Background: an optimization exercise with open tools, aiming at small area. Do not read the settings as production practice. Where RTL was checked, it was by simulation tests only, not by an equivalence proof against the original. No functional check of the RTL was part of runs 1 to 3. Power figures rest on the tool's default switching activity, not on a simulated workload.

## flow/config.mk

```make
export PLATFORM = sky130hd
export DESIGN_NAME = riscv_top
export DESIGN_NICKNAME = riscv_top
export VERILOG_FILES = /design/flow/design.v
export SDC_FILE = /design/flow/constraint.sdc
export NUM_CORES = 4
export LEC_CHECK = 0
export CAP_MARGIN = 20
export CORE_MARGIN = 2
export CORE_UTILIZATION = 40
export CTS_BUF_LIST = sky130_fd_sc_hd__clkbuf_4
export PLACE_DENSITY = 0.6
export SLEW_MARGIN = 20
export SYNTH_HIERARCHICAL = 1
```

## flow/constraint.sdc

```tcl
create_clock -name core_clock -period 13.0 [get_ports {clk}]
set_input_delay 2.6000 -clock core_clock [delete_from_list [all_inputs] [get_ports {clk}]]
set_output_delay 2.6000 -clock core_clock [all_outputs]
set_load 0.01 [all_outputs]
```

## flow/design.v

```verilog
module register_set_32(
    input [4:0] raddr,
    input [32*31-1:0] regs,    
    output [31:0] rdata
    );
wire [31:1] sel;
genvar i, b;
generate
for (i = 1; i < 32; i = i + 1) begin : d
    assign sel[i] = (raddr == i);
end
for (b = 0; b < 32; b = b + 1) begin : bt
    wire [9:0] y;
    for (i = 0; i < 10; i = i + 1) begin : s
        MUX aoi(.a0(sel[3*i+1]), .b0(regs[32*(3*i)+b]),
                .a1(sel[3*i+2]), .b1(regs[32*(3*i+1)+b]),
                .a2(sel[3*i+3]), .b2(regs[32*(3*i+2)+b]),
                .y(y[i]));
    end
    assign rdata[b] = ~(&y) | (sel[31] & regs[32*30+b]);
end
endgenerate
endmodule
module MUX(
    input a0, b0,
    input a1, b1,
    input a2, b2,
    output y
    );
assign y = ~((a0 & b0) | (a1 & b1) | (a2 & b2));
endmodule
module ALU #(parameter N = 32) (
    input [N-1:0] a,
    input [N-1:0] b,
    input cin,
    output [N-1:0] s,
    output cout,
    output [N-1:0] p
    );
localparam L = $clog2(N);
wire [N-1:0] g = a & b;
assign p = a ^ b;
reg [N-1:0] G, P;
integer l, i;
always @(*) begin
    G = g;
    P = p;
    G[0] = g[0] | (p[0] & cin);
    for (l = 0; l < L; l = l + 1)
        for (i = 0; i < N; i = i + 1)
            if (((i + 1) % (2 << l)) == 0) begin
                G[i] = G[i] | (P[i] & G[i - (1 << l)]);
                P[i] = P[i] & P[i - (1 << l)];
            end
    for (l = L - 2; l >= 0; l = l - 1)
        for (i = 0; i < N; i = i + 1)
            if (i >= (3 << l) - 1 && ((i + 1 - (3 << l)) % (2 << l)) == 0) begin
                G[i] = G[i] | (P[i] & G[i - (1 << l)]);
                P[i] = P[i] & P[i - (1 << l)];
            end
end
assign s = p ^ {G[N-2:0], cin};
assign cout = G[N-1];
endmodule
module next_addr(
    input [31:1] addr,
    input [31:0] instr,
    input jal,
    input taken,
    output [31:1] next_addr
    );
wire [31:1] immb = {{20{instr[31]}}, instr[7], instr[30:25], instr[11:8]};
wire [31:1] immj = {{12{instr[31]}}, instr[19:12], instr[20], instr[30:21]};
wire [31:1] inc  = taken ? (jal ? immj : immb) : 31'd2;
wire co;
wire [31:1] pp;
ALU #(.N(31)) add(.a(addr), .b(inc), .cin(1'b0), .s(next_addr), .cout(co), .p(pp));
endmodule
module pc(
    input clk,
    input rst_n,
    input [31:1] next_addr,
    output [31:0] addr
    );
reg [31:1] q;
always @(posedge clk or negedge rst_n)
begin
    if(rst_n == 1'b0)
        q <= 31'b0;
    else
        q <= next_addr;
end
assign addr = {q, 1'b0};
endmodule
module riscv_top(
    input clk,
    input rst_n,
    output [31:0] imem_addr,
    input  [31:0] imem_data,
    output [31:0] dmem_addr,
    output [31:0] dmem_wdata,
    output        dmem_we,
    input  [31:0] dmem_rdata,
    output        wb_en,
    output [4:0]  wb_rd,
    output [31:0] wb_data
    );
wire [31:0] ins = imem_data;
wire [6:0] op = ins[6:0];
wire [2:0] f3 = ins[14:12];
wire [4:0] rs1 = ins[19:15];
wire [4:0] rs2 = ins[24:20];
wire [4:0] rd  = ins[11:7];
wire lo    = op[1] & op[0] & ~op[3];
wire Rtype = lo & ~op[6] &  op[5] &  op[4] & ~op[2];
wire Itype = lo & ~op[6] & ~op[5] &  op[4] & ~op[2];
wire lui   = lo & ~op[6] &  op[5] &  op[4] &  op[2];
wire load  = lo & ~op[6] & ~op[5] & ~op[4] & ~op[2];
wire store = lo & ~op[6] &  op[5] & ~op[4] & ~op[2];
wire beq   = lo &  op[6] &  op[5] & ~op[4] & ~op[2] & (f3 == 3'b000);
wire jal   = op[1] & op[0] & op[6] & op[5] & ~op[4] & op[3] & op[2];
wire [32*31-1:0] regs;
genvar gi;
generate
for (gi = 1; gi < 32; gi = gi + 1) begin : rf
    reg [31:0] r;
    always @(posedge clk)
        if (wb_en && rd == gi)
            r <= wb_data;
    assign regs[32*(gi-1) +: 32] = r;
end
endgenerate
wire [31:0] rdata1, rdata2;
register_set_32 rport1(.raddr(rs1), .regs(regs), .rdata(rdata1));
register_set_32 rport2(.raddr(rs2), .regs(regs), .rdata(rdata2));
wire b_rs2 = op[5] & (op[4] | op[6]);
wire st_imm = op[5] & ~op[4];
wire [31:0] imm_is = {{20{ins[31]}}, ins[31:25], st_imm ? ins[11:7] : ins[24:20]};
wire [31:0] alu_b = b_rs2 ? rdata2 : imm_is;
wire sub = op[4] & f3[1];
wire [31:0] sum, pr;
wire cout;
ALU #(.N(32)) alu(.a(rdata1), .b(alu_b ^ {32{sub}}), .cin(sub), .s(sum), .cout(cout), .p(pr));
wire ltu = ~cout;
wire lt  = ltu ^ rdata1[31] ^ alu_b[31];
wire eq  = ~|pr;         
wire s_ld  = ~op[4];
wire s_lui = op[4] & op[2];
wire s_ri  = op[4] & ~op[2];
wire s_add = s_ri & (f3 == 3'b000);
wire s_or  = s_ri & (f3 == 3'b110);
wire s_lt  = s_ri & ~f3[2] & f3[1];
assign wb_data = ({32{s_ld}}  & dmem_rdata)
               | ({32{s_lui}} & {ins[31:12], 12'b0})
               | ({32{s_add}} & sum)
               | ({32{s_or}}  & (rdata1 | alu_b))
               | {31'b0, s_lt & (f3[0] ? ltu : lt)};
wire [31:0] pc_addr;
wire [31:1] pc_next;
next_addr next_addr_0(.addr(pc_addr[31:1]), .instr(ins), .jal(jal), .taken(jal | (beq & eq)),
                      .next_addr(pc_next));
pc pc_0(.clk(clk), .rst_n(rst_n), .next_addr(pc_next), .addr(pc_addr));
assign imem_addr  = pc_addr;
assign dmem_addr  = sum;
assign dmem_wdata = rdata2;
assign dmem_we    = store & rst_n;
assign wb_en      = (Rtype | Itype | lui | load) & rst_n & (rd != 5'b0);
assign wb_rd      = rd;
endmodule
```

## flow/run.sh

```bash
#!/bin/bash
# synth_recipe.tcl (not shown) runs the flow's synth.tcl, then flattens the netlist and writes it again
# the make line also repeats each setting of config.mk as NAME=value (left out here)
make -C /OpenROAD-flow-scripts/flow DESIGN_CONFIG=/design/flow/config.mk WORK_HOME=/design/flow/orfs CLKGATE_MAP_FILE= SYNTH_SCRIPT=/design/flow/synth_recipe.tcl finish
```

==> results_dict.tcl, run 1 <==
set metrics [dict create \
    clock_tree_from_tritoncts "built" \
    setup_violations 0 \
    critPathArrivalTime_ns 10.30 \
    critical-path-slowest-cell "sky130_fd_sc_hd__clkdlybuf4s50_1" \
    vdd.ir_drop.worst_uv 84.3 \
    hpwlAfterDp_um 121000 \
    wirelength_um 197000 \
    postLayoutCoreUtil 0.488 \
    coreArea_um2 109000 \
    outcome "finished clean" \
    total_power_uw 7870 \
    holdWs_ns 0.611 \
    layout.cells.most_common "sky130_fd_sc_hd__edfxtp_1" \
    post-place-cells 4488 \
    floorplan.initialDensity 0.405 \
    grt_max_degree 45 \
    rows 121 \
    placedInstanceArea_um2 50000 \
    crit_family "compound AO/OA/AOI/OAI gates" \
    global_route_wire_length_before_repair_um 266000 \
    end_kind "output pin" \
    critPathMaxFanout 31 \
    post_cts_hold_buffer_count 0 \
    final.period_utilization 0.992 \
    fin_max_slew_vios 0 \
    layout.cells.most_common_list "992 x sky130_fd_sc_hd__edfxtp_1, 640 x sky130_fd_sc_hd__a222oi_1, 391 x sky130_fd_sc_hd__clkbuf_4, 198 x sky130_fd_sc_hd__clkdlybuf4s50_1, 178 x sky130_fd_sc_hd__buf_4" \
    finalClockSkew_ns 0.109 \
    drv_cap 0 \
    initial_antenna_violation_count 11 \
    timing.critical_path.slowest_cell_delay_ns 0.80 \
    path_cells "clkdlybuf4s50_1 > or3b_1 > buf_4 > nor2_4 > buf_4 > a222oi_1 > nand4_1 > a2111o_1 > o21ai_0 > a31oi_1 > xnor2_1 > fa_1 > a211oi_1 > o21ai_2 > o2111ai_2 > and2_1 > o21a_1 > o21ai_1 > fa_1 > xor2_1 > a221oi_2 > o22ai_2 > clkdlybuf4s50_1" \
    ioPinCount 201 \
    routedWlPerCell_um 39.7 \
    die_w_um 337 \
    gr-total-overflow 0 \
    max_slew.worst_pin.slew_ns 1.06 \
    remaining_drc_errors 0 \
    fmaxAchievable_mhz 77.5 \
    cts_max_level 5 \
    cts_max_path_buffers 4 \
    finalWeightedCongestion 0.982 \
    port-buffer-count 199 \
    first_global_vias 34864 \
    area.sequential_um2 30600 \
    synthesis.instances 2692 \
    worst_setup_hold_path_clk_slew_ns 0.05 \
    initialDrtViolationCount 9031 \
    total_leakage_power_uw 0.0178 \
    crit_buf_inv 4 \
    die-area_um2 113000 \
    multi_input_area_um2 14000 \
    fin_crit_ns 12.90 \
    timing.critical_path.from_type "primary input" \
    syn-mean-instance-area_um2 16.4 \
    hold_violations 0 \
    final_net_count 3462 \
    avgViaCountPerCell 7.23 \
    worst_ep_required_time_ns 10.40 \
    hold_path_class "reg2reg" \
    drive_gt1_frac 0.213 \
    clock_insertion_delay_worst_skew_ns 1.20 \
    rsz0062_at_grt "no" \
    cts_buffers 288 \
    timing.setup.critical_path_class "in2out" \
    die_h_um 337 \
    antenna_violating_nets_post_route 0 \
    via_count 35870 \
    power_density_over_the_cells_nw_per_um2 148 \
    fill_cells 9420 \
    post_synthesis_instance_area_um2 44200 \
    ys.warnings.count 10 \
    timing.slew.headroom 0.292 \
    layout.cells.non_filler 4962 \
    gr-usage-all-layers 0.340 \
    cts.sinks 1023 \
    cts.root.buffer_cell "sky130_fd_sc_hd__clkbuf_4" \
    finish.instance_area_um2 53300 \
    first_pass_iteration_count_of_the_detailed_router 13 \
    area_growth_syn_to_layout_pct 20.5 \
]
[repair_timing]
item,CTS,global route
endpoints found under the hold margin,0,0
setup buffers,0,0
gates resized for setup,0,5
endpoints found under the setup margin,0,5
[area by class of cell]
class                   count  area share
diodes                      2   0.0000939
clock buffers             391      0.0551
clock inverters            81     0.00744
inverters                  68     0.00479
multi-input cells        1542       0.262
flip-flops and latches   1023       0.573
well taps                1476      0.0346
repair buffers            379      0.0626
[per-layer routing]
metal	global-route usage	routed length, um	vias to the layer above
met5	0	45	-
met3	0.108	29700	619
met2	0.514	86100	3550
met1	0.421	66900	17670
met4	0.223	14200	6
li1	-	-	14025
[registers in the layout, indices dropped and copies added (netlist names)]
signal	flops
rf.r	992
pc_0.q	31
[final timing paths]
| kind | to | depth (start not counted) | slack, ns | start |
|---|---|---|---|---|
| min in group asynchronous | pc_0.q[10] | 2 | 1.86 | rst_n |
| max in group asynchronous | pc_0.q[24] | 2 | 10.77 | rst_n |
| worst min-delay path | pc_0.q[23] | 1 | 0.61 | pc_0.q[23] |
| worst max register to register | pc_0.q[31] | 24 | 5.58 | rf[1].r[24] |
| worst min register to register | pc_0.q[23] | 1 | 0.61 | pc_0.q[23] |
| worst max-delay path | wb_data[15] | 23 | 0.1 | imem_data[21] |
[power breakdown]
part	switching, uW	internal, uW	total [uW]
Combinational	865	512	1380
Sequential	33.7	3690	3730
Clock	1320	1440	2770
Total	2220	5650	7870
[per-stage QoR]
step,TNS [ns],worst slack [ns]
after global routing,0,0.0770
after floorplan,0,1.81
final,0,0.0983
after CTS,0,0.0925
after detailed placement,0,0.122
after global placement,-0.560,-0.293
==> run 2, diff against run 1 <==
--- a/flow/design.v
+++ b/flow/design.v
@@ -39,3 +39,3 @@
     );
-localparam L = $clog2(N);
+localparam L = 5;    
 wire [N-1:0] g = a & b;
==> flow/flow/run.sh (new file) <==
#!/bin/bash
# Own layout flow: the standard ORFS flow (standard.sh, unchanged synthesis),
# with small port buffers and a clock tree of clkbuf_8 without dummy loads.
set -euo pipefail
cd "$(dirname "$0")/.."
export BUFFER_PORTS_ARGS="-buffer_cell sky130_fd_sc_hd__buf_1"
export CTS_ARGS="-sink_clustering_enable -repair_clock_nets -dont_use_dummy_load -buf_list sky130_fd_sc_hd__clkbuf_8 -sink_clustering_size 16 -sink_clustering_max_diameter 60"
bash standard.sh finish > run_standard.log 2>&1
==> flow/standard.sh (new file) <==
#!/bin/bash
# synth_recipe.tcl (not shown) runs the flow's synth.tcl, then flattens the netlist and writes it again
# the make line also repeats each setting of config.mk as NAME=value (left out here)
make -C /OpenROAD-flow-scripts/flow DESIGN_CONFIG=/design/flow/config.mk WORK_HOME=/design/flow/orfs CLKGATE_MAP_FILE= SYNTH_SCRIPT=/design/flow/synth_recipe.tcl "${@:-finish}"
==> flow/config.mk (replaced) <==
export PLATFORM = sky130hd
export DESIGN_NAME = riscv_top
export DESIGN_NICKNAME = riscv_top
export VERILOG_FILES = /design/flow/design.v
export SDC_FILE = /design/flow/constraint.sdc
export NUM_CORES = 4
export LEC_CHECK = 0
export CAP_MARGIN = 5
export CORE_MARGIN = 2
export CORE_UTILIZATION = 45
export PLACE_DENSITY = 0.65
export SLEW_MARGIN = 5
export SYNTH_HIERARCHICAL = 1
removed: flow/run.sh
==> results_dict.tcl, run 2 <==
set metrics [dict create \
    power_density_over_the_cells_nw_per_um2 130 \
    final_net_count 3227 \
    synthesis.instances 2692 \
    clock_insertion_delay_worst_skew_ns 0.77 \
    hold_path_class "reg2reg" \
    post_cts_hold_buffer_count 0 \
    first_pass_iteration_count_of_the_detailed_router 14 \
    remaining_drc_errors 0 \
    vdd.ir_drop.worst_uv 76.7 \
    gr-usage-all-layers 0.355 \
    multi_input_area_um2 13900 \
    fin_max_slew_vios 0 \
    holdWs_ns 0.580 \
    initial_antenna_violation_count 8 \
    hold_violations 0 \
    layout.cells.most_common_list "992 x sky130_fd_sc_hd__edfxtp_1, 640 x sky130_fd_sc_hd__a222oi_1, 196 x sky130_fd_sc_hd__buf_1, 150 x sky130_fd_sc_hd__buf_4, 137 x sky130_fd_sc_hd__nand4_1" \
    ys.warnings.count 10 \
    total_leakage_power_uw 0.0157 \
    largest_register_ff_count 992 \
    die_h_um 318 \
    fill_cells 8025 \
    timing.slew.headroom 0.0407 \
    port-buffer-count 199 \
    dpl_worst_slack_ns 0.816 \
    fmaxAchievable_mhz 79.6 \
    cts.root.buffer_cell "sky130_fd_sc_hd__clkbuf_8" \
    timing.setup.critical_path_class "in2out" \
    floorplan.initialDensity 0.456 \
    grt_max_degree 33 \
    critical-path-slowest-cell "sky130_fd_sc_hd__a221oi_1" \
    worst_setup_hold_path_clk_slew_ns 0.08 \
    rsz0062_at_grt "no" \
    gr-total-overflow 0 \
    finalClockSkew_ns 0.0698 \
    first_global_vias 33965 \
    area_growth_syn_to_layout_pct 11.6 \
    via_count 35225 \
    die_w_um 318 \
    layout.cells.non_filler 4349 \
    critPathArrivalTime_ns 9.97 \
    finalWeightedCongestion 1.01 \
    coreArea_um2 97000 \
    clock_tree_from_tritoncts "built" \
    fin_setup_tns_ns 0 \
    end_kind "output pin" \
    syn-mean-instance-area_um2 16.4 \
    global_route_wire_length_before_repair_um 254000 \
    cts_max_path_buffers 3 \
    post_synthesis_instance_area_um2 44200 \
    max_flop_register "rf.r" \
    timing.critical_path.slowest_cell_delay_ns 0.91 \
    area.sequential_um2 30600 \
    final.period_utilization 0.967 \
    setup_ws_ns 0.433 \
    cts_buffers 83 \
    avgViaCountPerCell 8.10 \
    hpwlAfterDp_um 116000 \
    layout.cells.most_common "sky130_fd_sc_hd__edfxtp_1" \
    setup_violations 0 \
    rows 114 \
    timing.critical_path.from_type "primary input" \
    worst_ep_required_time_ns 10.40 \
    antenna_violating_nets_post_route 0 \
    outcome "finished clean" \
    post-place-cells 4258 \
    fin_crit_ns 12.57 \
    initialDrtViolationCount 10615 \
    drive_gt1_frac 0.124 \
    routedWlPerCell_um 42.6 \
    crit_family "compound AO/OA/AOI/OAI gates" \
    cts_resized 0 \
    path_cells "buf_1 > buf_4 > or3b_1 > nor2_4 > buf_4 > a222oi_1 > nand4_1 > a2111o_1 > o21ai_0 > a31oi_1 > xnor2_1 > fa_1 > a211oi_1 > o21ai_2 > o2111ai_1 > o22a_1 > nand3_1 > and2_1 > fa_1 > xor2_1 > a221oi_1 > o22ai_2 > buf_1" \
    ioPinCount 201 \
    crit_buf_inv 4 \
    cts_max_level 3 \
    wirelength_um 185000 \
    cts.sinks 1023 \
    die-area_um2 101000 \
    drv_cap 0 \
    max_slew.worst_pin.slew_ns 1.43 \
    regs_by_ff_count "rf.r x992, pc_0.q x31" \
    critPathMaxFanout 31 \
    buffer_count_from_post_cts_setup_fixing 0 \
]
run 2: report_power, final:
| part | leakage, uW | total, uW | switching, uW | internal, uW |
|---|---|---|---|---|
| combinational | 0.00575 | 1110 | 801 | 314 |
| clock | 0.000597 | 1600 | 1030 | 571 |
| sequential | 0.00934 | 3720 | 30.0 | 3690 |
| total | 0.0157 | 6430 | 1860 | 4570 |
run 2: worst reg2reg max path, cell delays in order, from the launching register on:
cell and delay (ns):
sky130_fd_sc_hd__edfxtp_1 0.40, sky130_fd_sc_hd__a222oi_1 0.45, sky130_fd_sc_hd__nand4_1 0.31, sky130_fd_sc_hd__a2111o_1 0.67, sky130_fd_sc_hd__a21oi_1 0.28, sky130_fd_sc_hd__xnor2_1 0.09, sky130_fd_sc_hd__ha_1 0.36, sky130_fd_sc_hd__nor4_1 1.15
sky130_fd_sc_hd__and4_1 0.41, sky130_fd_sc_hd__nand4_1 0.13, sky130_fd_sc_hd__o21bai_1 0.15, sky130_fd_sc_hd__buf_4 0.26, sky130_fd_sc_hd__nor2b_1 0.16, sky130_fd_sc_hd__inv_1 0.06, sky130_fd_sc_hd__fa_1 0.38, sky130_fd_sc_hd__inv_1 0.08
sky130_fd_sc_hd__fa_1 0.29, sky130_fd_sc_hd__a211oi_1 0.14, sky130_fd_sc_hd__o211ai_2 0.31, sky130_fd_sc_hd__a41oi_1 0.28, sky130_fd_sc_hd__o21ai_0 0.37, sky130_fd_sc_hd__nand3_1 0.16, sky130_fd_sc_hd__o21ai_0 0.28, sky130_fd_sc_hd__fa_1 0.48
run 2: area by class of cell:
cell class | count | area share
Timing Repair Buffer | 349 | 0.0380
Sequential cell | 1023 | 0.619
Tap cell | 1276 | 0.0323
Clock buffer | 83 | 0.0231
Inverter | 68 | 0.00517
Antenna cell | 8 | 0.000405
Multi-Input combinational cell | 1542 | 0.282
run 2: worst paths after layout:
path / from / to / slack [ns] / depth (start not counted)
worst min-delay path: pc_0.q[2] / pc_0.q[2] / 0.58 / 1
worst max-delay path: imem_data[23] / wb_data[21] / 0.43 / 23
worst max register to register: rf[10].r[31] / pc_0.q[21] / 5.20 / 23
min in group asynchronous: rst_n / pc_0.q[6] / 1.94 / 1
max in group asynchronous: rst_n / pc_0.q[29] / 10.47 / 1
worst min register to register: pc_0.q[2] / pc_0.q[2] / 0.58 / 1
run 2: stage by stage:
stage	utilization	total power [uW]	instance area [um^2]
6_report	0.509	6430	49400
5_1_grt	0.509	6590	49400
4_1_cts	0.509	6390	49400
3_5_place_dp	0.497	4860	48200
3_3_place_gp	0.497	4840	48200
2_1_floorplan	-	4340	44200
run 2: metal layers:
layer	track usage	up-vias	part of all wire	routed length [um]
met5	0	-	0.000070	13
met4	0.191	2	0.064	11800
met3	0.133	758	0.17	32300
met2	0.525	3849	0.43	78900
met1	0.454	17343	0.34	62000
li1	-	13273	-	-
==> run 3, diff against run 2 <==
--- a/flow/config.mk
+++ b/flow/config.mk
@@ -7,7 +7,7 @@
 export LEC_CHECK = 0
-export CAP_MARGIN = 5
+export CAP_MARGIN = 20
 export CORE_MARGIN = 2
-export CORE_UTILIZATION = 45
-export PLACE_DENSITY = 0.65
-export SLEW_MARGIN = 5
+export CORE_UTILIZATION = 55
+export PLACE_DENSITY = 0.7
+export SLEW_MARGIN = 20
 export SYNTH_HIERARCHICAL = 1
==> results_dict.tcl, run 3 <==
set metrics [dict create \
    crit_buf_inv 3 \
    finish.instance_area_um2 49100 \
    die-area_um2 82700 \
    antenna_violating_nets_post_route 0 \
    fin_crit_ns 12.69 \
    max_flop_register "rf.r" \
    hold_violations 0 \
    fill_cells 5862 \
    holdWs_ns 0.602 \
    floorplan.initialDensity 0.558 \
    finalClockSkew_ns 0.0769 \
    largest_register_ff_count 992 \
    max_slew.worst_pin.slew_ns 1.21 \
    fin_max_slew_vios 0 \
    clock_insertion_delay_worst_skew_ns 0.75 \
    port-buffer-count 199 \
    remaining_drc_errors 0 \
    hpwlAfterDp_um 113000 \
    timing.setup.critical_path_class "in2out" \
    path_cells "buf_1 > nand3b_1 > nor2_4 > buf_4 > a222oi_1 > nand4_1 > a2111o_1 > o21ai_0 > a31oi_1 > xnor2_1 > fa_1 > a211oi_1 > o21ai_2 > o2111ai_1 > and2_1 > o21a_1 > o21ai_1 > fa_1 > xor2_1 > a221oi_1 > o22ai_2 > buf_1" \
    via_count 35389 \
    final_net_count 3229 \
    critical-path-slowest-cell "sky130_fd_sc_hd__a221oi_1" \
    initial_antenna_violation_count 11 \
    rsz0062_at_grt "no" \
    total_leakage_power_uw 0.0157 \
    first_global_vias 33393 \
    post_synthesis_instance_area_um2 44200 \
    placedInstanceArea_um2 48000 \
    synthesis.instances 2692 \
    end_kind "output pin" \
    cts.root.buffer_cell "sky130_fd_sc_hd__clkbuf_8" \
    timing.slew.headroom 0.194 \
    cts.sinks 1023 \
    syn-mean-instance-area_um2 16.4 \
    grt_max_degree 51 \
    global_route_wire_length_before_repair_um 244000 \
    worst_setup_hold_path_clk_slew_ns 0.09 \
    ioPinCount 201 \
    finalWeightedCongestion 1.02 \
    power_density_over_the_cells_nw_per_um2 131 \
    gr-usage-all-layers 0.419 \
    initialDrtViolationCount 11167 \
    cts_buffers 85 \
    crit_family "compound AO/OA/AOI/OAI gates" \
    cts_resized 0 \
    critPathMaxFanout 21 \
    vdd.ir_drop.worst_uv 114 \
    critPathArrivalTime_ns 10.09 \
    cts_max_level 3 \
    post_cts_hold_buffer_count 0 \
    drv_cap 0 \
    die_w_um 288 \
    drive_gt1_frac 0.125 \
    rows 103 \
    area_growth_syn_to_layout_pct 11.1 \
    cts_max_path_buffers 3 \
    timing.critical_path.slowest_cell_delay_ns 0.93 \
    timing.critical_path.from_type "primary input" \
    fmaxAchievable_mhz 78.8 \
    fin_setup_tns_ns 0 \
    final.period_utilization 0.976 \
    first_pass_iteration_count_of_the_detailed_router 15 \
    ys.warnings.count 10 \
    layout.cells.most_common_list "992 x sky130_fd_sc_hd__edfxtp_1, 640 x sky130_fd_sc_hd__a222oi_1, 196 x sky130_fd_sc_hd__buf_1, 150 x sky130_fd_sc_hd__buf_4, 137 x sky130_fd_sc_hd__nand4_1" \
    buffer_count_from_post_cts_setup_fixing 0 \
    area.sequential_um2 30600 \
    outcome "finished clean" \
    layout.cells.most_common "sky130_fd_sc_hd__edfxtp_1" \
    clock_tree_from_tritoncts "built" \
    avgViaCountPerCell 8.58 \
    coreArea_um2 79300 \
    die_h_um 288 \
    wirelength_um 177000 \
    setup_violations 0 \
    gr-total-overflow 0 \
    hold_path_class "reg2reg" \
    multi_input_area_um2 13900 \
    regs_by_ff_count "rf.r x992, pc_0.q x31" \
    routedWlPerCell_um 42.8 \
    worst_ep_required_time_ns 10.40 \
]
-- run 3: final timing paths --
check,startpoint,to,slack [ns],cells after the start
max,imem_data[21],wb_data[15],0.31,22
min,pc_0.q[2],pc_0.q[2],0.60,1
max reg2reg,rf[25].r[24],pc_0.q[31],5.38,24
min reg2reg,pc_0.q[2],pc_0.q[2],0.60,1
max in group asynchronous,rst_n,pc_0.q[29],10.73,2
min in group asynchronous,rst_n,pc_0.q[11],1.89,2
-- run 3: layout make-up --
class	count	share of cell area
Sequential cell	1023	0.622
Antenna cell	6	0.000306
Tap cell	1050	0.0267
Multi-Input combinational cell	1542	0.284
Inverter	68	0.00519
Clock buffer	85	0.0238
Timing Repair Buffer	349	0.0382
-- run 3: through the flow --
step                 util  total power, uW  instances  setup slack, ns
floorplan               -             4340       2692             1.81
global placement    0.605             4840       4032             1.10
detailed placement  0.605             4870       4032            0.974
CTS                 0.620             6380       4117            0.973
global route        0.620             6600       4118            0.336
finish              0.620             6460       4123            0.314
-- run 3: report_power, final --
group	internal (uW)	switching, uW	total (uW)	leakage [uW]
Combinational	313	835	1150	0.00575
Sequential	3690	29.5	3720	0.00934
Clock	584	1010	1590	0.000611
-- run 3: worst register-to-register path, delay by kind of cell, from the launching register on --
kind,cells,cell delay [ns]
fa+ha+maj,4,1.49
simple gates,6,2.13
buf+inv,4,0.45
compound gates,9,2.83
flops,1,0.42
xor+xnor,1,0.21
-- run 3: layer usage --
metal	track usage	vias to the layer above	part of all wire
li1	-	13266	-
met1	0.548	17194	0.32
met2	0.606	4162	0.41
met3	0.186	753	0.20
met4	0.178	14	0.059
met5	0.0169	-	0.0010
==> run 4, diff against run 3 <==
--- a/flow/design.v
+++ b/flow/design.v
@@ -78,18 +78,2 @@
 endmodule
-module pc(
-    input clk,
-    input rst_n,
-    input [31:1] next_addr,
-    output [31:0] addr
-    );
-reg [31:1] q;
-always @(posedge clk or negedge rst_n)
-begin
-    if(rst_n == 1'b0)
-        q <= 31'b0;
-    else
-        q <= next_addr;
-end
-assign addr = {q, 1'b0};
-endmodule
 module riscv_top(
@@ -157,3 +141,3 @@
                | {31'b0, s_lt & (f3[0] ? ltu : lt)};
-wire [31:0] pc_addr;
+reg  [31:0] pc_addr;
 wire [31:1] pc_next;
@@ -161,3 +145,7 @@
                       .next_addr(pc_next));
-pc pc_0(.clk(clk), .rst_n(rst_n), .next_addr(pc_next), .addr(pc_addr));
+always @(posedge clk or negedge rst_n)
+    if (rst_n == 1'b0)
+        pc_addr <= 32'b0;
+    else
+        pc_addr <= {pc_next, pc_addr[0]};
 assign imem_addr  = pc_addr;
--- a/flow/config.mk
+++ b/flow/config.mk
@@ -7,7 +7,7 @@
 export LEC_CHECK = 0
-export CAP_MARGIN = 20
+export CAP_MARGIN = 5
 export CORE_MARGIN = 2
-export CORE_UTILIZATION = 55
-export PLACE_DENSITY = 0.7
-export SLEW_MARGIN = 20
+export CORE_UTILIZATION = 45
+export PLACE_DENSITY = 0.65
+export SLEW_MARGIN = 5
 export SYNTH_HIERARCHICAL = 1
==> results_dict.tcl, run 4 <==
set metrics [dict create \
    timing.slew.headroom 0.190 \
    initial_antenna_violation_count 10 \
    hpwlAfterDp_um 121000 \
    antenna_violating_nets_post_route 0 \
    fmaxAchievable_mhz 80.4 \
    critPathMaxFanout 17 \
    ioPinCount 201 \
    finalClockSkew_ns 0.0641 \
    holdWs_ns 0.576 \
    clock_insertion_delay_worst_skew_ns 0.77 \
    fin_crit_ns 12.44 \
    die_h_um 318 \
    gr-usage-all-layers 0.346 \
    end_kind "output pin" \
    cts_max_path_buffers 3 \
    final_net_count 3245 \
    drive_gt1_frac 0.129 \
    via_count 35256 \
    remaining_drc_errors 0 \
    hold_violations 0 \
    area_growth_syn_to_layout_pct 11.9 \
    largest_register_ff_count 992 \
    cts_buffers 84 \
    die-area_um2 101000 \
    first_pass_iteration_count_of_the_detailed_router 15 \
    die_w_um 318 \
    fin_max_slew_vios 0 \
    cts.sinks 1023 \
    final.period_utilization 0.957 \
    timing.critical_path.slowest_cell_delay_ns 0.99 \
    cts_resized 0 \
    drv_cap 0 \
    hold_path_class "reg2reg" \
    r2r_slack_ns 5.65 \
    clock_tree_from_tritoncts "built" \
    gr-total-overflow 0 \
    global_route_wire_length_before_repair_um 250000 \
    max_flop_register "rf.r" \
    layout.cells.most_common_list "992 x sky130_fd_sc_hd__edfxtp_1, 640 x sky130_fd_sc_hd__a222oi_1, 196 x sky130_fd_sc_hd__buf_1, 167 x sky130_fd_sc_hd__buf_4, 137 x sky130_fd_sc_hd__nand4_1" \
    fill_cells 7910 \
    layout.cells.most_common "sky130_fd_sc_hd__edfxtp_1" \
    wirelength_um 181000 \
    regs_by_ff_count "rf.r x992, pc_addr x31" \
    coreArea_um2 97000 \
    syn-mean-instance-area_um2 16.4 \
    total_leakage_power_uw 0.0158 \
    fin_setup_tns_ns 0 \
    routedWlPerCell_um 41.4 \
    avgViaCountPerCell 8.07 \
    floorplan.initialDensity 0.456 \
    buffer_count_from_post_cts_setup_fixing 0 \
    grt_max_degree 33 \
    timing.critical_path.from_type "primary input" \
    worst_ep_required_time_ns 10.40 \
    vdd.ir_drop.worst_uv 72.5 \
    post_synthesis_instance_area_um2 44200 \
    synthesis.instances 2692 \
    holdPathEnd "pc_addr[2]" \
    hold_path.startpoint "pc_addr[2]" \
    critical_path.reg2reg.endpoint "pc_addr[21]" \
    timing.hold.worst_path_depth 1 \
    ys.warnings.count 9 \
    critical-path-slowest-cell "sky130_fd_sc_hd__nor2_2" \
    timing.setup.critical_path_class "in2out" \
    initialDrtViolationCount 10867 \
    critPathArrivalTime_ns 9.84 \
    first_global_vias 33187 \
    post_cts_hold_buffer_count 0 \
    finalWeightedCongestion 1.02 \
    rsz0062_at_grt "no" \
    worstRegToRegCells 23 \
    max_slew.worst_pin.slew_ns 1.21 \
    cts_max_level 3 \
    port-buffer-count 199 \
    worst_setup_hold_path_clk_slew_ns 0.06 \
    cts.root.buffer_cell "sky130_fd_sc_hd__clkbuf_8" \
    power_density_over_the_cells_nw_per_um2 130 \
    path_cells "buf_1 > nand3b_1 > nor2_2 > buf_4 > a222oi_1 > nand2_1 > a2111o_1 > o21ai_0 > a31oi_1 > xnor2_1 > ha_1 > o211ai_1 > o21ai_2 > o2111ai_1 > buf_4 > o31ai_1 > fa_1 > xor2_1 > a221oi_1 > o22ai_2 > buf_1" \
    outcome "finished clean" \
    rows 114 \
    r2r_start "rf[25].r[28]" \
    setup_violations 0 \
]
[run 4: worst max path at each step]
stage	startpoint	to	slack, ns	cells past startpoint
global route	imem_data[20]	wb_data[30]	0.55	22
floorplan	imem_data[24]	wb_data[23]	1.81	23
detailed placement	imem_data[20]	wb_data[17]	0.96	21
CTS	imem_data[20]	wb_data[17]	0.92	21
global placement	imem_data[24]	wb_data[17]	0.93	23
finish	imem_data[20]	wb_data[17]	0.56	21
[run 4: routing by layer]
layer  track usage  wire [um]  vias to the layer above
li1              -          -                    13315
met1         0.447      60000                    17274
met2         0.501      75700                     3960
met3         0.145      33900                      697
met4         0.168      11100                       10
met5             0         72                        -
[run 4: final cells by class]
| type | count | area [um^2] | share of cell area |
|---|---|---|---|
| repair buffers | 366 | 2000 | 0.0405 |
| inverters | 68 | 255 | 0.00516 |
| clock buffers | 84 | 1160 | 0.0234 |
| well taps | 1276 | 1600 | 0.0323 |
| multi-input cells | 1542 | 13900 | 0.281 |
| flip-flops and latches | 1023 | 30600 | 0.617 |
| diodes | 9 | 22.5 | 0.000455 |
[run 4: critical path: cells and delay by family]
kind,cells,cell delay [ns]
compound gates,10,2.92
xor+xnor,2,0.34
fa+ha+maj,2,0.67
buf+inv,4,1.53
simple gates,3,1.73
[run 4: power by group]
group | leakage [uW] | internal, uW | switching [uW] | total [uW]
registers | 0.00934 | 3690 | 28.6 | 3720
clock network | 0.000604 | 577 | 1010 | 1590
logic | 0.00584 | 311 | 801 | 1110
total | 0.0158 | 4580 | 1840 | 6420
[run 4: stage by stage]
step                      instances   util  worst slack, ns  cell area [um^2]  total power [uW]
after floorplan                2692      -             1.81             44200              4340
after global placement         4275  0.498            0.927             48300              4830
after detailed placement       4275  0.498            0.959             48300              4850
after CTS                      4359  0.510            0.919             49500              6370
after global routing           4361  0.510            0.549             49500              6580
final                          4368  0.510            0.561             49500              6420
==> run 5, diff against run 4 <==
--- a/flow/design.v
+++ b/flow/design.v
@@ -1 +1,8 @@
+module extender(
+    input a1, a2,
+    input b1, b2,
+    output y
+    );
+assign y = (a1 & a2) | (b1 & b2);
+endmodule
 module register_set_32(
@@ -106,9 +113,14 @@
 wire [32*31-1:0] regs;
-genvar gi;
+genvar gi, gb;
 generate
 for (gi = 1; gi < 32; gi = gi + 1) begin : rf
+    wire we = wb_en && rd == gi;
+    wire wen = ~we;
+    wire [31:0] d;
     reg [31:0] r;
+    for (gb = 0; gb < 32; gb = gb + 1) begin : b
+        extender hold(.a1(we), .a2(wb_data[gb]), .b1(wen), .b2(r[gb]), .y(d[gb]));
+    end
     always @(posedge clk)
-        if (wb_en && rd == gi)
-            r <= wb_data;
+        r <= d;
     assign regs[32*(gi-1) +: 32] = r;
==> results_dict.tcl, run 5 <==
set metrics [dict create \
    initialDrtViolationCount 11998 \
    die-area_um2 98600 \
    timing.slew.headroom 0.0558 \
    floorplan.initialDensity 0.454 \
    gr-usage-all-layers 0.398 \
    post_synthesis_instance_area_um2 43200 \
    avgViaCountPerCell 8.15 \
    critPathMaxFanout 32 \
    total_leakage_power_uw 0.0179 \
    remaining_drc_errors 0 \
    fin_max_slew_vios 0 \
    multi_input_area_um2 22900 \
    timing.hold.worst_path_depth 1 \
    die_w_um 314 \
    setup_ws_ns 0.174 \
    cts_max_path_buffers 3 \
    hpwlAfterDp_um 123000 \
    cts_max_level 3 \
    post_cts_hold_buffer_count 0 \
    cts.root.buffer_cell "sky130_fd_sc_hd__clkbuf_8" \
    setup_violations 0 \
    initial_antenna_violation_count 12 \
    fin_setup_tns_ns 0 \
    timing.critical_path.slowest_cell_delay_ns 1.18 \
    worst_ep_required_time_ns 10.40 \
    syn-mean-instance-area_um2 11.6 \
    critical-path-slowest-cell "sky130_fd_sc_hd__nor2_4" \
    r2r_start "rf[19].r[31]" \
    vdd.ir_drop.worst_uv 74.2 \
    via_count 43817 \
    end_kind "output pin" \
    fmaxAchievable_mhz 78.0 \
    finalClockSkew_ns 0.0809 \
    finish.instance_area_um2 48500 \
    rsz0062_at_grt "no" \
    die_h_um 314 \
    path_cells "buf_1 > nand3b_1 > nor2_4 > a222oi_1 > nand4_1 > a2111o_1 > o211a_1 > a211oi_1 > xnor2_1 > inv_1 > fa_1 > inv_1 > fa_1 > a211oi_2 > o21ai_2 > o2111ai_2 > o22ai_2 > a21boi_1 > inv_1 > fa_1 > xor2_1 > a221oi_1 > o22ai_2 > buf_1" \
    total_power_uw 5610 \
    ioPinCount 201 \
    regs_by_ff_count "rf.r x992, pc_addr x31" \
    postLayoutCoreUtil 0.509 \
    gr-total-overflow 0 \
    hold_path.startpoint "rf[8].r[27]" \
    final_net_count 4267 \
    critPathArrivalTime_ns 10.23 \
    area.sequential_um2 20600 \
    cts.sinks 1023 \
    outcome "finished clean" \
    antenna_violating_nets_post_route 0 \
    wirelength_um 208000 \
    final.period_utilization 0.987 \
    fill_cells 8585 \
    drive_gt1_frac 0.0982 \
    first_global_vias 40270 \
    clock_tree_from_tritoncts "built" \
    worst_setup_hold_path_clk_slew_ns 0.08 \
    port-buffer-count 199 \
    cts_resized 0 \
    ys.warnings.count 9 \
    coreArea_um2 95200 \
    routedWlPerCell_um 38.6 \
    global_route_wire_length_before_repair_um 290000 \
    drv_cap 0 \
    power_density_over_the_cells_nw_per_um2 116 \
    largest_register_ff_count 992 \
    worstRegToRegCells 19 \
    fin_crit_ns 12.83 \
    max_flop_register "rf.r" \
    hold_violations 0 \
    grt_max_degree 51 \
    buffer_count_from_post_cts_setup_fixing 0 \
    worst_setup_path_startpoint "imem_data[20]" \
    hold_path_class "reg2reg" \
    layout.cells.most_common_list "992 x sky130_fd_sc_hd__a22o_1, 992 x sky130_fd_sc_hd__dfxtp_1, 640 x sky130_fd_sc_hd__a222oi_1, 196 x sky130_fd_sc_hd__buf_1, 144 x sky130_fd_sc_hd__buf_4" \
    first_pass_iteration_count_of_the_detailed_router 15 \
    synthesis.instances 3736 \
    max_slew.worst_pin.slew_ns 1.41 \
    placedInstanceArea_um2 47200 \
    finalWeightedCongestion 1.04 \
    area_growth_syn_to_layout_pct 12.1 \
    rows 113 \
    timing.critical_path.from_type "primary input" \
    clock_insertion_delay_worst_skew_ns 0.80 \
    dpl_worst_slack_ns 0.850 \
    cts_buffers 88 \
    timing.setup.critical_path_class "in2out" \
]
run 5: changes by cell type in the layout (fill, tap and decap cells not counted), sizes merged, moves of 4 or more:
cell    previous run  this run
inv               67        71
buf              363       341
nand2            101       123
nor2             126       131
dfxtp              0       992
nand3             13        22
a22o               0       992
edfxtp           992         0
nor2b              8        13
nor4               8        12
run 5: through the flow:
step	hold WS, ns	instances
6_report	0.503	5376
3_3_place_gp	0.472	5282
5_1_grt	0.514	5372
2_1_floorplan	0.460	3736
4_1_cts	0.499	5370
3_5_place_dp	0.476	5282
run 5: layout make-up:
type	count	share of cell area
Timing Repair Buffer	343	0.0378
Inverter	72	0.00558
Multi-Input combinational cell	2579	0.473
Tap cell	1265	0.0327
Clock buffer	88	0.0250
Sequential cell	1023	0.426
Antenna cell	6	0.000310
run 5: metal layers:
metal	part of all wire	global-route usage	vias up
met5	0.0017	0.0198	-
met4	0.057	0.192	18
met3	0.17	0.188	852
met2	0.40	0.557	4072
met1	0.37	0.511	21446
li1	-	-	17429
run 5: final timing paths:
check	end	slack (ns)
max	wb_data[25]	0.17
min	rf[8].r[27]	0.50
max reg2reg	pc_addr[30]	5.78
min reg2reg	rf[8].r[27]	0.50
max in group asynchronous	pc_addr[22]	10.47
min in group asynchronous	pc_addr[31]	1.94
run 5: critical path: cells and delay by family:
family	cells	cell delay [ns]
AOI/OAI and AO/OA	11	3.09
and+or+nand+nor	3	2.07
buffers and inverters	5	1.11
adders and majority gates	3	0.97
xor gates and xnor gates	2	0.37
run 5: report_power, final:
group          switching [uW]  total [uW]  internal [uW]
Sequential               68.1        3280           3210
Clock                    1080        1690            604
Combinational             458         642            184
Total                    1610        5610           4000
==> run 6, diff against run 5 <==
--- a/flow/design.v
+++ b/flow/design.v
@@ -81,5 +81,56 @@
 wire [31:1] inc  = taken ? (jal ? immj : immb) : 31'd2;
-wire co;
-wire [31:1] pp;
-ALU #(.N(31)) add(.a(addr), .b(inc), .cin(1'b0), .s(next_addr), .cout(co), .p(pp));
+wire [31:0] sum;
+pc_adder add(.a({addr, 1'b0}), .b({inc, 1'b0}), .s(sum));
+assign next_addr = sum[31:1];
+endmodule
+module pc_adder(
+    input [31:0] a,
+    input [31:0] b,
+    output [31:0] s
+    );
+wire [31:0] p = a ^ b;
+wire [31:0] g = a & b;
+wire [7:0] bg, bp;
+genvar k;
+generate
+for (k = 0; k < 8; k = k + 1) begin : blk
+    wire [3:0] gg = g[4*k +: 4];
+    wire [3:0] pp = p[4*k +: 4];
+    wire g10 = gg[1] | (pp[1] & gg[0]);
+    wire p10 = pp[1] & pp[0];
+    wire g32 = gg[3] | (pp[3] & gg[2]);
+    wire p32 = pp[3] & pp[2];
+    assign bg[k] = g32 | (p32 & g10);
+    assign bp[k] = p32 & p10;
+end
+endgenerate
+reg [7:0] G, P;
+integer l, i;
+always @(*) begin
+    G = bg;
+    P = bp;
+    for (l = 0; l < 3; l = l + 1)
+        for (i = 0; i < 8; i = i + 1)
+            if (((i + 1) % (2 << l)) == 0) begin
+                G[i] = G[i] | (P[i] & G[i - (1 << l)]);
+                P[i] = P[i] & P[i - (1 << l)];
+            end
+    for (l = 1; l >= 0; l = l - 1)
+        for (i = 0; i < 8; i = i + 1)
+            if (i >= (3 << l) - 1 && ((i + 1 - (3 << l)) % (2 << l)) == 0) begin
+                G[i] = G[i] | (P[i] & G[i - (1 << l)]);
+                P[i] = P[i] & P[i - (1 << l)];
+            end
+end
+wire [7:0] cb = {G[6:0], 1'b0};
+wire [31:0] c;
+generate
+for (k = 0; k < 8; k = k + 1) begin : rip
+    assign c[4*k]   = cb[k];
+    assign c[4*k+1] = g[4*k]   | (p[4*k]   & c[4*k]);
+    assign c[4*k+2] = g[4*k+1] | (p[4*k+1] & c[4*k+1]);
+    assign c[4*k+3] = g[4*k+2] | (p[4*k+2] & c[4*k+2]);
+end
+endgenerate
+assign s = p ^ c;
 endmodule
==> flow/flow/run.sh (replaced) <==
#!/bin/bash
# Own layout flow: the standard ORFS flow (standard.sh, unchanged synthesis),
# with small port buffers and a clock tree of clkbuf_8 without dummy loads.
set -euo pipefail
cd "$(dirname "$0")/.."
export BUFFER_PORTS_ARGS="-buffer_cell sky130_fd_sc_hd__buf_1"
export CTS_ARGS="-sink_clustering_enable -repair_clock_nets -dont_use_dummy_load -buf_list sky130_fd_sc_hd__clkbuf_8 -sink_clustering_size 16 -sink_clustering_max_diameter 70"
bash standard.sh finish > run_standard.log 2>&1
==> results_dict.tcl, run 6 <==
set metrics [dict create \
    outcome "finished clean" \
    regs_by_ff_count "rf.r x992, pc_addr x31" \
    async_flop_share 0.0303 \
    ioPinCount 201 \
    gr-usage-all-layers 0.438 \
    post-place-cells 5261 \
    layout.cells.most_common "sky130_fd_sc_hd__a22o_1" \
    initial_antenna_violation_count 9 \
    hold_path.startpoint "rf[14].r[29]" \
    die_w_um 314 \
    timing.critical_path.slowest_cell_delay_ns 1.10 \
    grt_max_degree 43 \
    critPathMaxFanout 32 \
    cts_buffers 77 \
    holdPathEnd "rf[14].r[29]" \
    timing.critical_path.from_type "primary input" \
    syn-mean-instance-area_um2 11.6 \
    post_synthesis_instance_area_um2 43200 \
    worst_setup_hold_path_clk_slew_ns 0.06 \
    critPathArrivalTime_ns 9.70 \
    netlist-cell-type-count 71 \
    cts_resized 0 \
    port-buffer-count 199 \
    timing.slew.headroom 0.0954 \
    share_of_synthesized_area_occupied_by_flip_flops_and_latches 0.478 \
    final.period_utilization 0.946 \
    holdWs_ns 0.499 \
    cts.sinks 1023 \
    critical-path-slowest-cell "sky130_fd_sc_hd__nor2_4" \
    synth.most_common_cell "sky130_fd_sc_hd__a22o_1" \
    area_growth_syn_to_layout_pct 12.0 \
    r2r_slack_ns 4.95 \
    max_slew.worst_pin.slew_ns 1.34 \
    fill_cells 8573 \
    synth-seq-cells 1023 \
    max_flop_register "rf.r" \
    critical_path.reg2reg.endpoint "pc_addr[31]" \
    top_layer "met5" \
    synth-compound-area-share 0.397 \
    via_count 43874 \
    cp_common_cell "sky130_fd_sc_hd__fa_1" \
    global_route_wire_length_before_repair_um 312000 \
    avgViaCountPerCell 8.21 \
    floorplan.initialDensity 0.454 \
    worst_setup_path_startpoint "imem_data[20]" \
    synth_top_area_frac 0.460 \
    antenna_violating_nets_post_route 0 \
    crit_buf_inv 4 \
    clock_tree_from_tritoncts "built" \
    post_cts_hold_buffer_count 0 \
    finish.instance_area_um2 48300 \
    synthFlopType "sky130_fd_sc_hd__dfxtp_1" \
    hpwlAfterDp_um 143000 \
    finalClockSkew_ns 0.126 \
    setup_violations 0 \
    first_global_vias 39212 \
    route.met2.wl_um 87200 \
    layout.cells.non_filler 5345 \
    routedWlPerCell_um 42.2 \
    timing.setup.critical_path_class "in2out" \
    detailroute.wirelength.met3_um 38900 \
    wirelength_um 225000 \
    cts.root.buffer_cell "sky130_fd_sc_hd__clkbuf_8" \
    first_pass_iteration_count_of_the_detailed_router 13 \
    r2r_start "rf[10].r[14]" \
    clock_insertion_delay_worst_skew_ns 0.81 \
    total_leakage_power_uw 0.0179 \
    fmaxAchievable_mhz 81.3 \
    path_cells "buf_1 > nand3b_1 > nor2_4 > a222oi_1 > nand4_1 > a2111o_1 > o211a_1 > a211oi_1 > xnor2_1 > inv_1 > fa_1 > inv_1 > fa_1 > a211oi_1 > o21ai_2 > o2111ai_2 > o22ai_2 > o21a_1 > fa_1 > xor2_1 > a221oi_1 > o22ai_4 > buf_1" \
    multi_input_area_um2 23000 \
    remaining_drc_errors 0 \
    vdd.ir_drop.worst_uv 100 \
    cts_max_level 3 \
    timing.hold.worst_path_depth 1 \
    cts_max_path_buffers 3 \
    coreArea_um2 95000 \
    largest_register_ff_count 992 \
    hold_violations 0 \
    route.layer.met1.wl_um 82700 \
    drv_cap 0 \
    yosys-top-cells-count "993 x sky130_fd_sc_hd__a22o_1, 992 x sky130_fd_sc_hd__dfxtp_1, 640 x sky130_fd_sc_hd__a222oi_1" \
    drive_gt1_frac 0.0945 \
    buffer_count_from_post_cts_setup_fixing 0 \
    initialDrtViolationCount 12744 \
    fin_crit_ns 12.30 \
    finalWeightedCongestion 1.03 \
    power_density_over_the_cells_nw_per_um2 115 \
    end_kind "output pin" \
    final_net_count 4240 \
    rsz0062_at_grt "no" \
    hold_path_class "reg2reg" \
    die-area_um2 98400 \
    synth_fa_ha_area_frac 0.0356 \
    combinational_family_with_the_most_area_after_synthesis "compound AO/OA/AOI/OAI gates" \
    gr-total-overflow 0 \
    ys.warnings.count 9 \
    placedInstanceArea_um2 47300 \
    rows 113 \
    fin_max_slew_vios 0 \
    crit_family "compound AO/OA/AOI/OAI gates" \
    synth_mux_area_frac 0.00255 \
    cell_taking_the_most_area_after_synthesis "sky130_fd_sc_hd__dfxtp_1" \
    synthSimpleGateAreaFrac 0.0615 \
    layout.cells.most_common_list "993 x sky130_fd_sc_hd__a22o_1, 992 x sky130_fd_sc_hd__dfxtp_1, 640 x sky130_fd_sc_hd__a222oi_1, 196 x sky130_fd_sc_hd__buf_1, 140 x sky130_fd_sc_hd__buf_4" \
    biggest_area_contributors_in_the_synthesized_netlist "sky130_fd_sc_hd__dfxtp_1 46%, sky130_fd_sc_hd__a22o_1 20%, sky130_fd_sc_hd__a222oi_1 15%, sky130_fd_sc_hd__nand4_1 2.0%, sky130_fd_sc_hd__fa_1 1.9%" \
    worstRegToRegCells 20 \
    synth_enable_flop_cells 0 \
    worst_ep_required_time_ns 10.40 \
    area.sequential_um2 20600 \
    synthesis.instances 3718 \
    synth_xor_area_frac 0.0114 \
    fin_setup_tns_ns 0 \
    dpl_worst_slack_ns 1.05 \
    setup_ws_ns 0.698 \
    die_h_um 314 \
]
run 6: worst reg2reg max path: stages, from the launching register on:
cell and delay (ns):
sky130_fd_sc_hd__dfxtp_1 0.35, sky130_fd_sc_hd__a222oi_1 0.42, sky130_fd_sc_hd__nand4_1 0.72, sky130_fd_sc_hd__a2111o_1 0.66, sky130_fd_sc_hd__a21oi_1 0.19, sky130_fd_sc_hd__xnor2_1 0.20
sky130_fd_sc_hd__ha_1 0.32, sky130_fd_sc_hd__nor4_1 0.80, sky130_fd_sc_hd__nand4_1 0.20, sky130_fd_sc_hd__o21bai_2 0.77, sky130_fd_sc_hd__nor2b_1 0.60, sky130_fd_sc_hd__ha_1 0.40
sky130_fd_sc_hd__a21oi_2 0.13, sky130_fd_sc_hd__nand2_1 0.09, sky130_fd_sc_hd__a21o_1 0.30, sky130_fd_sc_hd__a21oi_2 0.27, sky130_fd_sc_hd__o2111ai_2 0.16, sky130_fd_sc_hd__fa_1 0.39
sky130_fd_sc_hd__fa_1 0.45, sky130_fd_sc_hd__fa_1 0.40, sky130_fd_sc_hd__xnor2_1 0.14
run 6: layer usage:
layer  vias to the layer above  track usage
met2                      4224        0.592
met4                        12        0.245
met5                         -            0
li1                      17359            -
met3                       767        0.196
met1                     21512        0.576
run 6: cell families (layout without fill, tap and decap cells):
group           Yosys count  in the layout
compound gates         1889           1889
xor+xnor                 56             56
fa+ha+maj                99             99
buf+inv                 133            487
flops                  1023           1023
mux                      11             11
other cells               2             10
simple gates            505            505
run 6: per-module statistics from Yosys, one instance, submodules excluded, a selection:
module,times used,cell area [um^2],flip-flops and latches
pc_adder,1,1240,0
MUX,640,10.0,0
register_set_32,2,1140,0
riscv_top,1,22900,1023
extender,992,8.76,0
next_addr,1,269,0
run 6: worst max-delay path by stage:
stage | cells past startpoint | end
final | 23 | wb_data[21]
after global routing | 25 | wb_data[15]
after CTS | 23 | wb_data[21]
after detailed placement | 23 | wb_data[21]
after global placement | 23 | wb_data[21]
after floorplan | 23 | wb_data[23]
run 6: area by class of cell:
| type | count | area share |
|---|---|---|
| repair buffers | 339 | 0.0373 |
| clock buffers | 77 | 0.0219 |
| inverters | 71 | 0.00551 |
| flip-flops and latches | 1023 | 0.427 |
| well taps | 1265 | 0.0327 |
| diodes | 7 | 0.000362 |
| multi-input cells | 2563 | 0.475 |
run 6: through the flow:
stage                     total power, uW   util
after floorplan                      3660      -
after detailed placement             4000  0.497
after global placement               3990  0.497
after global routing                 5710  0.509
final                                5570  0.509
after CTS                            5530  0.509
run 6: power breakdown:
group          leakage, uW  internal, uW  total, uW  switching [uW]
registers          0.00839          3210       3300            86.9
clock network     0.000554           533       1610            1080
logic              0.00894           181        658             478
total               0.0179          3930       5570            1650
==> run 7, diff against run 6 <==
--- a/flow/config.mk
+++ b/flow/config.mk
@@ -9,4 +9,4 @@
 export CORE_MARGIN = 2
-export CORE_UTILIZATION = 45
-export PLACE_DENSITY = 0.65
+export CORE_UTILIZATION = 60
+export PLACE_DENSITY = 0.85
 export SLEW_MARGIN = 5
==> results_dict.tcl, run 7 <==
set metrics [dict create \
    outcome "finished clean" \
    rows 98 \
    holdPathEnd "rf[11].r[29]" \
    cts.sinks 1023 \
    layout.cells.most_common_list "993 x sky130_fd_sc_hd__a22o_1, 992 x sky130_fd_sc_hd__dfxtp_1, 640 x sky130_fd_sc_hd__a222oi_1, 197 x sky130_fd_sc_hd__buf_1, 150 x sky130_fd_sc_hd__buf_4" \
    post_synthesis_instance_area_um2 43200 \
    first_pass_iteration_count_of_the_detailed_router 15 \
    initialDrtViolationCount 15447 \
    synth.most_common_cell "sky130_fd_sc_hd__a22o_1" \
    hold_path.startpoint "rf[11].r[29]" \
    power.share.sequential 0.601 \
    worst_setup_hold_path_clk_slew_ns 0.09 \
    worst_ep_required_time_ns 10.40 \
    final.period_utilization 0.944 \
    hold_violations 0 \
    buffer_count_from_post_cts_setup_fixing 0 \
    ys.warnings.count 9 \
    path_cells "buf_1 > or3b_1 > nor2_2 > buf_4 > a222oi_1 > nand4_1 > a2111o_1 > mux2i_1 > xnor2_1 > ha_1 > a21oi_1 > o21ai_0 > a21oi_1 > o22ai_2 > a21boi_1 > inv_1 > fa_1 > a221oi_1 > o22ai_2 > buf_4 > buf_1" \
    swShare 0.288 \
    regs_by_ff_count "rf.r x992, pc_addr x31" \
    comb_power_share 0.116 \
    timing.setup.critical_path_class "in2out" \
    area_growth_syn_to_layout_pct 10.3 \
    ioPinCount 201 \
    netlist-cell-type-count 71 \
    antenna_violating_nets_post_route 0 \
    die-area_um2 74100 \
    routedWlPerCell_um 40.8 \
    via_count 45237 \
    fin_crit_ns 12.27 \
    crit_buf_inv 5 \
    rsz0062_at_grt "no" \
    syn-mean-instance-area_um2 11.6 \
    p_int_uw 3910 \
    total_power_uw 5490 \
    power_density_over_the_cells_nw_per_um2 115 \
    cts_resized 0 \
    gr-total-overflow 0 \
    grt_max_degree 43 \
    end_kind "output pin" \
    synth-seq-cells 1023 \
    critPathArrivalTime_ns 9.67 \
    layout.cells.most_common "sky130_fd_sc_hd__a22o_1" \
    fin_setup_tns_ns 0 \
    netSwitchingPower_uw 1580 \
    synth_top_area_frac 0.460 \
    clock_tree_from_tritoncts "built" \
    share_of_synthesized_area_occupied_by_flip_flops_and_latches 0.478 \
    finalClockSkew_ns 0.106 \
    r2r_slack_ns 4.37 \
    setup_violations 0 \
    gr-usage-all-layers 0.527 \
    crit_family "compound AO/OA/AOI/OAI gates" \
    timing.critical_path.slowest_cell_delay_ns 0.75 \
    synthesis.instances 3718 \
    drive_gt1_frac 0.0943 \
    biggest_area_contributors_in_the_synthesized_netlist "sky130_fd_sc_hd__dfxtp_1 46%, sky130_fd_sc_hd__a22o_1 20%, sky130_fd_sc_hd__a222oi_1 15%, sky130_fd_sc_hd__nand4_1 2.0%, sky130_fd_sc_hd__fa_1 1.9%" \
    fin_max_slew_vios 0 \
    die_w_um 272 \
    cts.root.buffer_cell "sky130_fd_sc_hd__clkbuf_8" \
    drv_cap 0 \
    critPathMaxFanout 32 \
    remaining_drc_errors 0 \
    async_flop_share 0.0303 \
    timing.slew.headroom 0.0528 \
    critical_path.reg2reg.endpoint "pc_addr[18]" \
    max_slew.worst_pin.slew_ns 1.42 \
    fmaxAchievable_mhz 81.5 \
    hold_path_class "reg2reg" \
    floorplan.initialDensity 0.605 \
    total_leakage_power_uw 0.0179 \
    synthFlopType "sky130_fd_sc_hd__dfxtp_1" \
    r2r_start "rf[7].r[30]" \
    port-buffer-count 199 \
    synth_enable_flop_cells 0 \
    cell_taking_the_most_area_after_synthesis "sky130_fd_sc_hd__dfxtp_1" \
    hpwlAfterDp_um 124000 \
    wirelength_um 206000 \
    max_flop_register "rf.r" \
    post_cts_hold_buffer_count 0 \
    share_clk_of_total_power 0.283 \
    coreArea_um2 71400 \
    initial_antenna_violation_count 21 \
    worstRegToRegCells 22 \
    yosys-top-cells-count "993 x sky130_fd_sc_hd__a22o_1, 992 x sky130_fd_sc_hd__dfxtp_1, 640 x sky130_fd_sc_hd__a222oi_1" \
    dpl_worst_slack_ns 1.43 \
    vdd.ir_drop.worst_uv 113 \
    cts_max_level 3 \
    largest_register_ff_count 992 \
    timing.hold.worst_path_depth 1 \
    avgViaCountPerCell 8.97 \
    timing.critical_path.from_type "primary input" \
    cts_buffers 75 \
    cts_max_path_buffers 3 \
    first_global_vias 40720 \
    final_net_count 4248 \
    setup_ws_ns 0.727 \
    finalWeightedCongestion 1.16 \
    critical-path-slowest-cell "sky130_fd_sc_hd__nand4_1" \
    clock_insertion_delay_worst_skew_ns 0.79 \
    global_route_wire_length_before_repair_um 288000 \
    die_h_um 272 \
]
run 7: cell count changes in the layout (fill, tap and decap cells not counted), moves of 2 or more:
cell	previous run	this run
sky130_fd_sc_hd__nand3_2	9	3
sky130_fd_sc_hd__o22ai_4	16	5
sky130_fd_sc_hd__diode_2	7	12
sky130_fd_sc_hd__clkbuf_8	77	75
sky130_fd_sc_hd__o22ai_2	5	16
sky130_fd_sc_hd__nor2_2	14	60
sky130_fd_sc_hd__nand3_1	13	20
sky130_fd_sc_hd__nor2_4	76	30
sky130_fd_sc_hd__buf_4	140	150
run 7: power by group through the flow:
stage	combinational (uW)	clock [uW]	sequential [uW]
floorplan	302	0	3360
global placement	579	0	3360
detailed placement	591	0	3360
CTS	593	1520	3290
global route	651	1630	3310
finish	637	1560	3300
run 7: cell families after synthesis:
kind of cell,synth area share
AO/OA/AOI/OAI,0.397
XOR/XNOR,0.0114
adder cells (fa/ha/maj),0.0356
buffers and inverters,0.0140
flip-flops,0.478
multiplexers,0.00255
other,0.000174
AND/OR/NAND/NOR,0.0615
run 7: worst register-to-register path: cells and delay by family (launching register included):
| family | cells | cell delay [ns] |
|---|---|---|
| flip-flops | 1 | 0.35 |
| adder cells (fa/ha/maj) | 5 | 1.70 |
| buffers and inverters | 2 | 0.09 |
| AND/OR/NAND/NOR | 7 | 2.86 |
| XOR/XNOR | 1 | 0.20 |
| AO/OA/AOI/OAI | 7 | 3.31 |
run 7: final cells by class:
type	instances	area, um^2
Fill cell	5585	23700
Multi-Input combinational cell	2563	22600
Sequential cell	1023	20600
Timing Repair Buffer	349	1880
Tap cell	950	1190
Clock buffer	75	1030
Inverter	71	267
Antenna cell	12	30.0
run 7: how the worst max path moves through the flow:
stage	startpoint	end	slack, ns	depth (start not counted)
floorplan	imem_data[24]	wb_data[23]	1.70	23
global placement	imem_data[20]	wb_data[24]	1.55	25
detailed placement	imem_data[22]	wb_data[24]	1.43	25
CTS	imem_data[22]	wb_data[24]	1.40	25
global route	imem_data[21]	wb_data[24]	0.79	24
finish	imem_data[21]	wb_data[24]	0.73	21
run 7: stage by stage:
stage | std cells | hold WS (ns) | utilization | area, um^2
2_1_floorplan | 3719 | 0.460 | - | 43200
3_3_place_gp | 4956 | 0.473 | 0.653 | 46600
3_5_place_dp | 4956 | 0.477 | 0.653 | 46600
4_1_cts | 5031 | 0.503 | 0.667 | 47600
5_1_grt | 5036 | 0.518 | 0.667 | 47600
6_report | 5043 | 0.508 | 0.668 | 47600
run 7: per-module statistics from Yosys (local to each module, per instance), a selection:
module | cells inside | flip-flops and latches
extender | 1 | 0
MUX | 1 | 0
next_addr | 39 | 0
register_set_32 | 178 | 0
riscv_top | 1407 | 1023
pc_adder | 129 | 0
run 7: routing by layer:
| metal | track usage | wire, um | share of wire |
|---|---|---|---|
| met2 | 0.706 | 76600 | 0.37 |
| met4 | 0.359 | 20500 | 0.10 |
| met5 | 0.0507 | 428 | 0.0021 |
| met1 | 0.640 | 67300 | 0.33 |
| met3 | 0.281 | 40900 | 0.20 |

## re-timing with driven ports
No port has a modelled driver above. Below, the same layouts with a new extraction and two added sets of constraints. Step 1: set_driving_cell puts a clkbuf_16 on clk and a buf_2 on each other input, an assumption about the parent block. Step 2 moves the port delays by t, midway between the first and last clock arrival at a register: inputs arrive t later, outputs are due t later. That takes back most of the time a late clock gives input paths. Three values: ideal, step 1, step 2; two values: the first two.
run	shift t [ns]	setup WS [ns]	worst hold slack (ns)	cell pins on the clock port's net
run 1	1.214	0.098 / 0.073 / 0.073	0.611 / 0.611 / 0.611	1
run 2	0.804	0.433 / 0.396 / 0.396	0.580 / 0.580 / 0.580	1
run 3	0.780	0.314 / 0.282 / 0.282	0.602 / 0.602 / 0.602	1
run 4	0.809	0.561 / 0.523 / 0.523	0.576 / 0.576 / 0.576	1
run 5	0.831	0.174 / 0.042 / 0.042	0.503 / 0.503 / 0.503	1
run 6	0.825	0.698 / 0.668 / 0.668	0.499 / 0.499 / 0.499	1
run 7	0.808	0.727 / 0.610 / 0.198	0.508 / 0.508 / 0.508	1
After both steps every run listed still meets setup and hold. The setup slack of run 7, which loses most, moves by -0.117 ns with the drivers and by -0.529 ns with both steps.
